From an optimization exercise on the open Yosys and OpenROAD flow, aimed at small area and a short achievable clock period; shortcuts taken in it are not production practice.
At most, simulation tests tie the RTL to the original design; equivalence was not proved.

==> inputs of run a <==
// multiply_accumulate
module multiply_accumulate(
  clk,
  aresetn,
  reset,
  data,
  multi,
  result,
  overflow
);
==> flow/config.mk <==
export PLATFORM = sky130hd
export DESIGN_NAME = multiply_accumulate
export DESIGN_NICKNAME = multiply_accumulate
export VERILOG_FILES = /design/flow/design.v
export SDC_FILE = /design/flow/constraint.sdc
export NUM_CORES = 4
export LEC_CHECK = 0
export CAP_MARGIN = 20
export CORE_MARGIN = 2
export CORE_UTILIZATION = 65
export CTS_BUF_LIST = sky130_fd_sc_hd__clkbuf_8
export CTS_CLUSTER_DIAMETER = 60
export CTS_CLUSTER_SIZE = 15
export SETUP_SLACK_MARGIN = 2.2
export SLEW_MARGIN = 20
export TNS_END_PERCENT = 0
==> flow/constraint.sdc <==
create_clock -name core_clock -period 4.5 [get_ports {clk}]
set_input_delay 0.9000 -clock core_clock [delete_from_list [all_inputs] [get_ports {clk}]]
set_output_delay 0.9000 -clock core_clock [all_outputs]
set_load 0.01 [all_outputs]
standard.sh (not shown) runs the stock make flow with config.mk's settings and CLKGATE_MAP_FILE= SYNTH_SCRIPT=/design/flow/synth_recipe.tcl, a recipe that flattens the netlist after the stock synthesis.
==> flow/flow/run.sh <==
#!/bin/bash
export BUFFER_PORTS_ARGS="-buffer_cell sky130_fd_sc_hd__buf_1"
bash standard.sh > standard.log 2>&1
==> inputs of run b, as changes to run a <==
==> flow/run.sh (new file) <==
#!/bin/bash
# synth_recipe.tcl (not shown) runs the flow's synth.tcl, then flattens the netlist and writes it again
# the make line also repeats each setting of config.mk as NAME=value (left out here)
make -C /OpenROAD-flow-scripts/flow DESIGN_CONFIG=/design/flow/config.mk WORK_HOME=/design/flow/orfs CLKGATE_MAP_FILE= SYNTH_SCRIPT=/design/flow/synth_recipe.tcl finish
- SETUP_SLACK_MARGIN: 2.2 -> 2.3
- TNS_END_PERCENT: 0 -> default
removed: flow/flow/run.sh
removed: flow/standard.sh
==> inputs of run c, as changes to run a <==
==> flow/run.sh (new file) <==
#!/bin/bash
# synth_recipe.tcl (not shown) runs the flow's synth.tcl, then flattens the netlist and writes it again
# the make line also repeats each setting of config.mk as NAME=value (left out here)
make -C /OpenROAD-flow-scripts/flow DESIGN_CONFIG=/design/flow/config.mk WORK_HOME=/design/flow/orfs CLKGATE_MAP_FILE= SYNTH_SCRIPT=/design/flow/synth_recipe.tcl finish
- CORE_UTILIZATION: 65 -> 40
- CTS_BUF_LIST: sky130_fd_sc_hd__clkbuf_8 -> default
- CTS_CLUSTER_DIAMETER: 60 -> default
- CTS_CLUSTER_SIZE: 15 -> default
- SETUP_SLACK_MARGIN: 2.2 -> 2.0
- TNS_END_PERCENT: 0 -> default
removed: flow/flow/run.sh
removed: flow/standard.sh
==> impl_metrics.csv <==
group,metric,value,unit
global_routing,grt_pass1_wl,67390,µm
cells_and_area,fill_cells,4728,
outcome,status,"timing/DRC/antenna clean",
# the run above: run c

==> impl_metrics.csv <==
group,metric,value,unit
logic_synthesis,yosys-top-cells-area,"dfxtp_1 51%, dfrtp_1 8.0%, fa_1 7.8%",
global_routing,grt_pass1_wl,68960,µm
cells_and_area,fill_cells,1950,
outcome,status,"timing/DRC/antenna clean",
# the run above: run b

==> impl_metrics.csv <==
group,metric,value,unit
outcome,status,"timing/DRC/antenna clean",
logic_synthesis,syn_area,21930,µm²
logic_synthesis,synthMuxAreaShare,0.4563,%
logic_synthesis,syn_nets,1999,
# the run above: run a


========
==> build 61: inputs <==
multiply_accumulate again, from the RTL that the note above started with.
Settings: LEC_CHECK=0, CAP_MARGIN=20, CORE_MARGIN=2, CORE_UTILIZATION=65, CTS_BUF_LIST=sky130_fd_sc_hd__clkbuf_8, CTS_CLUSTER_DIAMETER=60, CTS_CLUSTER_SIZE=15, SETUP_SLACK_MARGIN=2.2, SLEW_MARGIN=20, TNS_END_PERCENT=0; clock period 4.5 ns.
==> flow/flow/run.sh <==
#!/bin/bash
bash standard.sh MATCH_CELL_FOOTPRINT=0 "BUFFER_PORTS_ARGS=-buffer_cell sky130_fd_sc_hd__buf_1" finish > standard.log 2>&1
==> trial 43 (differences from build 61) <==
==> flow/run.sh (new file) <==
#!/bin/bash
# synth_recipe.tcl (not shown) runs the flow's synth.tcl, then flattens the netlist and writes it again
# the make line also repeats each setting of config.mk as NAME=value (left out here)
make -C /OpenROAD-flow-scripts/flow DESIGN_CONFIG=/design/flow/config.mk WORK_HOME=/design/flow/orfs CLKGATE_MAP_FILE= SYNTH_SCRIPT=/design/flow/synth_recipe.tcl finish
SETUP_SLACK_MARGIN = 2.0   (was 2.2)
TNS_END_PERCENT = 5   (was 0)
removed: flow/flow/run.sh
removed: flow/standard.sh
==> build 59 (differences from build 61) <==
==> flow/flow/run.sh (replaced) <==
#!/bin/bash
# The standard layout (standard.sh), with these changes to how it is made:
# - synthesis runs flow/synth.tcl: the standard flow's synthesis script, with ABC mapping
#   the logic for delay (flow/abc_delay.script);
# - Yosys does not map full/half adders to the library's fa/ha cells
#   (ADDER_MAP_FILE empty), so ABC maps that logic too;
# - port buffers are sky130_fd_sc_hd__buf_1, the smallest buffer.
export MY_FLOW_DIR=$PWD/flow
bash standard.sh "SYNTH_SCRIPT=$PWD/flow/synth.tcl" "ADDER_MAP_FILE=" \
  "BUFFER_PORTS_ARGS=-buffer_cell sky130_fd_sc_hd__buf_1" finish > standard.log 2>&1
==> flow/flow/abc_delay.script (new file) <==
strash
&get -n
&st
&dch -f
&nf -D 1500
&put
buffer -c
topo
upsize -c -D 1500
dnsize -c -D 1500
==> flow/flow/synth.tcl (new file) <==
# The standard flow's synthesis script (synth_recipe.tcl, which runs ORFS's synth.tcl) with
# one change: ABC maps the combinational logic with flow/abc_delay.script, a
# delay-driven script, instead of ORFS's abc_speed.script.  Registers are
# mapped before ABC runs and are not changed by it.
proc abc {args} {
  set i [lsearch -exact $args -script]
  if {$i >= 0} {
    set args [lreplace $args [expr {$i + 1}] [expr {$i + 1}] $::env(MY_FLOW_DIR)/abc_delay.script]
  }
  puts "flow/synth.tcl: abc $args"
  yosys abc {*}$args
}
source $::env(MY_FLOW_DIR)/../synth_recipe.tcl
TNS_END_PERCENT = 5   (was 0)
==> key figures <==
Routing
  – Met3 wire length: 2.240 mm
  – Met2 wire len: 23.77 mm
  – Vias per cell: 5.622

Floorplan
  – Core area: 35,310 sq um

Outcome
  – Status: finished clean

GRT
  – GR Util met2: 44.91%

Critical path
  – Critical Path Start: u0.t3_10_2$_DFF_P_
  – R2R Setup Slk: 2.05 ns

Hold path
  – HP Start: pd[1][2]$_DFF_P_

Synth
  – Top cell type's share of synthesized area: 48.37%
The numbers above come from build 59.

==> key figures <==
Critical path
  – Critical Path Start: result[1]$_DFF_PN0_
  – R2R Setup Slk: 1.89 ns

Routing
  – Met3 wire length: 1.749 mm
  – Vias per cell: 5.470
  – Met2 wire len: 20.06 mm

Outcome
  – Status: finished clean

GRT
  – GR Util met2: 39.93%

Synth
  – Top cell type's share of synthesized area: 50.93%

Floorplan
  – Core area: 33,360 sq um
The numbers above come from trial 43.

==> key figures <==
Hold path
  – HP Start: pd[11][0]$_DFF_P_

Outcome
  – Status: finished clean

Critical path
  – R2R Setup Slk: 1.81 ns
  – Critical Path Start: u0.t3_8_2$_DFF_P_

Synth
  – Top cell type's share of synthesized area: 50.93%

GRT
  – GR Util met2: 40.66%

Floorplan
  – Tap cells: 448

Routing
  – Met3 wire length: 1.532 mm
  – Vias per cell: 5.482
The numbers above come from build 61.


========
==> 08-21 <==
multiply_accumulate again, from the RTL that the note above started with.
export LEC_CHECK = 0
export CAP_MARGIN = 20
export CORE_MARGIN = 2
export CORE_UTILIZATION = 65
export CTS_BUF_LIST = sky130_fd_sc_hd__clkbuf_8
export CTS_CLUSTER_DIAMETER = 60
export CTS_CLUSTER_SIZE = 15
export SETUP_SLACK_MARGIN = 2.0
export SLEW_MARGIN = 20
export TNS_END_PERCENT = 1
create_clock -name core_clock -period 4.5 [get_ports {clk}]
run.sh (not shown) runs the stock make flow with config.mk's settings and CLKGATE_MAP_FILE= SYNTH_SCRIPT=/design/flow/synth_recipe.tcl, a recipe that flattens the netlist after the stock synthesis.
Stock flow here: none of the scripts above is used.
==> inputs of 05-24, as changes to 08-21 <==
CORE_UTILIZATION = 60   (was 65)
CTS_BUF_LIST = sky130_fd_sc_hd__clkbuf_4 sky130_fd_sc_hd__clkbuf_8   (was sky130_fd_sc_hd__clkbuf_8)
CTS_CLUSTER_DIAMETER = default   (was 60)
CTS_CLUSTER_SIZE = default   (was 15)
TNS_END_PERCENT = default   (was 1)
==> inputs of 10-22, as changes to 08-21 <==
ABC_AREA = 1   (was default)
TNS_END_PERCENT = default   (was 1)
==> qor summary <==
Run status: 10-22 complete, no violations; 08-21 complete, no violations; 05-24 complete, no violations
Half-perimeter wire length of the detailed placement result: 10-22 34.6 mm; 08-21 26.6 mm; 05-24 27.2 mm
Fraction of layout instances using a drive strength above 1: 10-22 14.3%; 08-21 12.2%; 05-24 22.7%
Routability Congestion: 10-22 0.949; 08-21 0.894; 05-24 0.914
Clock network latency to the later pin of the worst-skew pair: 10-22 0.66 ns; 08-21 0.62 ns; 05-24 0.64 ns
Arrival time at the worst endpoint: 10-22 3.18 ns; 08-21 3.12 ns; 05-24 3.11 ns
Register area: 10-22 13000 sq um; 08-21 13000 sq um; 05-24 13000 sq um
Cell count after placement: 10-22 2663; 08-21 2218; 05-24 2240
Number of levels the H-tree was split into: 10-22 2; 08-21 2; 05-24 3
Post-route cell area: 10-22 25900 sq um; 08-21 24500 sq um; 05-24 26800 sq um
Share of the synthesized area in compound gates (AO/OA/AOI/OAI): 10-22 6.10%; 08-21 11.0%; 05-24 11.0%
CLK BUF: 10-22 53; 08-21 53; 05-24 136
Detailed-route vias per instance: 10-22 5.22; 08-21 5.48; 05-24 5.35
Core area: 10-22 34300 sq um; 08-21 33400 sq um; 05-24 36300 sq um

========
==> cedar: inputs <==
Another version of the RTL of multiply_accumulate (not shown whole).
Settings: LEC_CHECK=0, CAP_MARGIN=20, CORE_MARGIN=2, CORE_UTILIZATION=65, CTS_BUF_LIST=sky130_fd_sc_hd__clkbuf_8, CTS_CLUSTER_DIAMETER=60, CTS_CLUSTER_SIZE=15, SETUP_SLACK_MARGIN=2.5, SLEW_MARGIN=20, TNS_END_PERCENT=0; clock period 4.5 ns.
standard.sh (not shown) runs the stock make flow with config.mk's settings and CLKGATE_MAP_FILE= SYNTH_SCRIPT=/design/flow/synth_recipe.tcl, a recipe that flattens the netlist after the stock synthesis.
==> flow/flow/run.sh <==
#!/bin/bash
# The standard layout (standard.sh), with these changes to how it is made:
# - synthesis runs flow/synth.tcl: the standard flow's synthesis script, with ABC mapping
#   the logic for delay (flow/abc_delay.script);
# - Yosys does not map full/half adders to the library's fa/ha cells
#   (ADDER_MAP_FILE empty), so ABC maps that logic too;
# - port buffers are sky130_fd_sc_hd__buf_1, the smallest buffer.
export MY_FLOW_DIR=$PWD/flow
bash standard.sh "SYNTH_SCRIPT=$PWD/flow/synth.tcl" "ADDER_MAP_FILE=" \
  "BUFFER_PORTS_ARGS=-buffer_cell sky130_fd_sc_hd__buf_1" finish > standard.log 2>&1
==> flow/flow/abc_delay.script <==
&get -n
&st
&dch
&nf -D 1500
&put
buffer -c
topo
stime -c
upsize -c -D 1500
dnsize -c -D 1500
==> flow/flow/synth.tcl <==
# The standard flow's synthesis script (synth_recipe.tcl, which runs ORFS's synth.tcl) with
# one change: ABC maps the combinational logic with flow/abc_delay.script, a
# delay-driven script, instead of ORFS's abc_speed.script.  Registers are
# mapped before ABC runs and are not changed by it.
proc abc {args} {
  set i [lsearch -exact $args -script]
  if {$i >= 0} {
    set args [lreplace $args [expr {$i + 1}] [expr {$i + 1}] $::env(MY_FLOW_DIR)/abc_delay.script]
  }
  puts "flow/synth.tcl: abc $args"
  yosys abc {*}$args
}
source $::env(MY_FLOW_DIR)/../synth_recipe.tcl
==> quartz: changes against cedar <==
--- a/flow/config.mk
+++ b/flow/config.mk
@@ -7,7 +7,7 @@
 export LEC_CHECK = 0
 export CAP_MARGIN = 20
 export CORE_MARGIN = 2
-export CORE_UTILIZATION = 65
+export CORE_UTILIZATION = 50
 export CTS_BUF_LIST = sky130_fd_sc_hd__clkbuf_8
 export CTS_CLUSTER_DIAMETER = 60
 export CTS_CLUSTER_SIZE = 15
==> notes <==
cedar ran to the end with no violations. quartz completed with no timing, DRC or antenna violations. Against quartz, the clock-buffer cell count of cedar is lower by 1. Against quartz, the maximum frequency of cedar is lower by 2.5%. In cedar the utilization is higher than in quartz, by 16 points. Cell count: quartz is higher than cedar (6.8%).

========
==> run X <==
multiply_accumulate, a different RTL version from the one above (not shown whole).
==> flow/config.mk <==
export PLATFORM = sky130hd
export DESIGN_NAME = multiply_accumulate
export DESIGN_NICKNAME = multiply_accumulate
export VERILOG_FILES = /design/flow/design.v
export SDC_FILE = /design/flow/constraint.sdc
export NUM_CORES = 4
export LEC_CHECK = 0
export CAP_MARGIN = 20
export CORE_MARGIN = 2
export CORE_UTILIZATION = 65
export CTS_BUF_LIST = sky130_fd_sc_hd__clkbuf_8
export CTS_CLUSTER_DIAMETER = 60
export CTS_CLUSTER_SIZE = 15
export SETUP_SLACK_MARGIN = 2.2
export SLEW_MARGIN = 20
export TNS_END_PERCENT = 0
==> flow/constraint.sdc <==
create_clock -name core_clock -period 4.5 [get_ports {clk}]
set_input_delay 0.9000 -clock core_clock [delete_from_list [all_inputs] [get_ports {clk}]]
set_output_delay 0.9000 -clock core_clock [all_outputs]
set_load 0.01 [all_outputs]
==> flow/flow/run.sh <==
#!/bin/bash
export BUFFER_PORTS_ARGS="-buffer_cell sky130_fd_sc_hd__buf_1"
bash standard.sh > standard.log 2>&1
==> run D: changes against run X <==
--- a/flow/config.mk
+++ b/flow/config.mk
@@ -14,3 +14,3 @@
 export SETUP_SLACK_MARGIN = 2.2
 export SLEW_MARGIN = 20
-export TNS_END_PERCENT = 0
+export TNS_END_PERCENT = 5
==> results.ini <==
[run_status]
status = timing/DRC/antenna clean

[clock_tree]
clk_latency_ns = 0.61

[layout]
nNonClkBuffers = 105
multi_input_area_share = 0.358

[placed_design]
placed_area_um2 = 22100

[end of results for run D]
==> results.ini <==
[floorplan]
die_area_um2 = 34300

[placed_design]
place_ws_ns = 1.58
placed_area_um2 = 22000

[clock_tree]
cts_setup_buffers = 12
cts_resized = 21
clk_latency_ns = 0.64

[layout]
nNonClkBuffers = 92
multi_input_area_share = 0.356

[yosys]
ys.flop_type = dfxtp_1
synth_simple_gate_area_frac = 0.0518

[setup_path]
slowest_stage = fa_1

[run_status]
status = timing/DRC/antenna clean

[end of results for run X]
Function was not checked in any run of this note: the RTL went through the layout flow alone.

========
==> yarrow <==
multiply_accumulate with an RTL version that a note above also has.
==> flow/config.mk <==
export PLATFORM = sky130hd
export DESIGN_NAME = multiply_accumulate
export DESIGN_NICKNAME = multiply_accumulate
export VERILOG_FILES = /design/flow/design.v
export SDC_FILE = /design/flow/constraint.sdc
export NUM_CORES = 4
export LEC_CHECK = 0
export CAP_MARGIN = 20
export CORE_MARGIN = 2
export CORE_UTILIZATION = 70
export CTS_BUF_LIST = sky130_fd_sc_hd__clkbuf_8
export CTS_CLUSTER_DIAMETER = 60
export CTS_CLUSTER_SIZE = 15
export SETUP_SLACK_MARGIN = 2.2
export SLEW_MARGIN = 20
export TNS_END_PERCENT = 0
==> flow/constraint.sdc <==
create_clock -name core_clock -period 4.5 [get_ports {clk}]
set_input_delay 0.9000 -clock core_clock [delete_from_list [all_inputs] [get_ports {clk}]]
set_output_delay 0.9000 -clock core_clock [all_outputs]
set_load 0.01 [all_outputs]
==> flow/flow/run.sh <==
#!/bin/bash
# The standard layout (standard.sh), with these changes to how it is made:
# - synthesis runs flow/synth.tcl: the standard flow's synthesis script, with ABC mapping
#   the logic for delay (flow/abc_delay.script);
# - Yosys does not map full/half adders to the library's fa/ha cells
#   (ADDER_MAP_FILE empty), so ABC maps that logic too;
# - port buffers are sky130_fd_sc_hd__buf_1, the smallest buffer.
export MY_FLOW_DIR=$PWD/flow
bash standard.sh "SYNTH_SCRIPT=$PWD/flow/synth.tcl" "ADDER_MAP_FILE=" \
  "BUFFER_PORTS_ARGS=-buffer_cell sky130_fd_sc_hd__buf_1" finish > standard.log 2>&1
Scripts as last shown in full above: flow/flow/abc_delay.script, flow/flow/synth.tcl
==> maple: changes against yarrow <==
Settings changed: CORE_UTILIZATION 70 to 55, SETUP_SLACK_MARGIN 2.2 to 2.5.
==> run summary <==
- yarrow completed with no timing, DRC or antenna violations. maple ran to the end with no violations.
- Against maple, the die area of yarrow is lower by about 20%.
- In maple the first-iteration DRC count is smaller than in yarrow, by 32%.
- Flip-flop and latch count is the same in yarrow and maple.
- Of yarrow and maple, maple has the higher register-to-register slack (gap 0.13 ns).
- Design area: maple is higher than yarrow (0.59%).
- Of yarrow and maple, maple has the higher non-clock buffer count (gap 3).
- Against maple, the worst setup slack of yarrow is worse by 0.13 ns.
- Of yarrow and maple, maple has the higher maximum frequency (gap about 5%, measured against maple).
- Between yarrow and maple, the lower routed wire length is in maple (gap about 10%, measured against maple).
- In clock-buffer cell count, yarrow and maple do not differ.
==> figures <==
Result of the run: yarrow timing/DRC/antenna clean; maple timing/DRC/antenna clean
Rel. slew slack: yarrow 40.2%; maple 41.2%
Final Cell Area: yarrow 0.0243 sq mm; maple 0.0245 sq mm
Total cell area at the placement stage: yarrow 0.0220 sq mm; maple 0.0221 sq mm
Later-pin clock latency in the skew report: yarrow 0.61 ns; maple 0.62 ns
Placeable core region: yarrow 0.0305 sq mm; maple 0.0387 sq mm
Routed vias: yarrow 13900; maple 13400
Sequential share of cell area: yarrow 51.5%; maple 51.2%
Maximum number of pins on one net before global-route repair: yarrow 40; maple 48
Worst R2R End: yarrow pd[0][26]; maple u0.t1_21_1
Detailed-placement wirelength estimate: yarrow 29000 microns; maple 28000 microns
Post-layout instance count excluding filler cells: yarrow 2468; maple 2598
Row cnt: yarrow 64; maple 72
Routability Congestion: yarrow 0.949; maple 0.906
Post-layout worst setup margin: yarrow 1.99 ns; maple 2.12 ns
CTS-repair resized insts: yarrow 137; maple 155
Library cell appearing most often on the critical path: yarrow sky130_fd_sc_hd__xnor2_1; maple sky130_fd_sc_hd__maj3_2
Global-route track usage on met2: yarrow 48.1%; maple 35.6%
Number of global-route vias before repair: yarrow 13800; maple 13300

[port drivers added, routing unchanged]
The results above use ideal ports. As a check the final layouts listed here were re-extracted and re-timed, cells and wires unchanged.
Step 1 sets driving cells, clkbuf_16 on the clock port and buf_2 on the other inputs (assumed; they add their load-dependent delay and slew).
Step 2 moves the port delays by t, midway between the first and last clock arrival at a register: inputs arrive t later, outputs are due t later. That takes back most of the time a late clock gives input paths.
Slacks: no drivers / after step 1 / after step 2; pairs: no drivers / after step 1.
run	t (ns)	setup WS [ns]	worst slew at a driven data input, ns
run a	0.686	1.825 / 1.825 / 1.825	0.03
run b	0.663	1.756 / 1.756 / 1.756	0.04
run c	0.656	1.907 / 1.907 / 1.752	0.04
build 61	0.655	1.813 / 1.813 / 1.813	0.04
trial 43	0.661	1.887 / 1.887 / 1.687	0.04
build 59	0.680	2.048 / 2.048 / 2.048	0.04
08-21	0.661	1.877 / 1.877 / 1.678	0.04
05-24	0.682	1.899 / 1.899 / 1.757	0.04
10-22	0.684	1.818 / 1.818 / 1.685	0.04
cedar	0.645	2.055 / 2.055 / 2.055	0.04
quartz	0.670	2.116 / 2.116 / 2.116	0.03
run X	0.673	1.671 / 1.671 / 1.671	0.03
run D	0.639	1.617 / 1.617 / 1.617	0.03
yarrow	0.645	1.990 / 1.990 / 1.990	0.03
maple	0.662	2.119 / 2.119 / 2.119	0.04
After both steps setup and hold are still met in every run listed. The setup slack of trial 43, which loses most, moves by 0.000 ns with the drivers and by -0.200 ns with both steps.
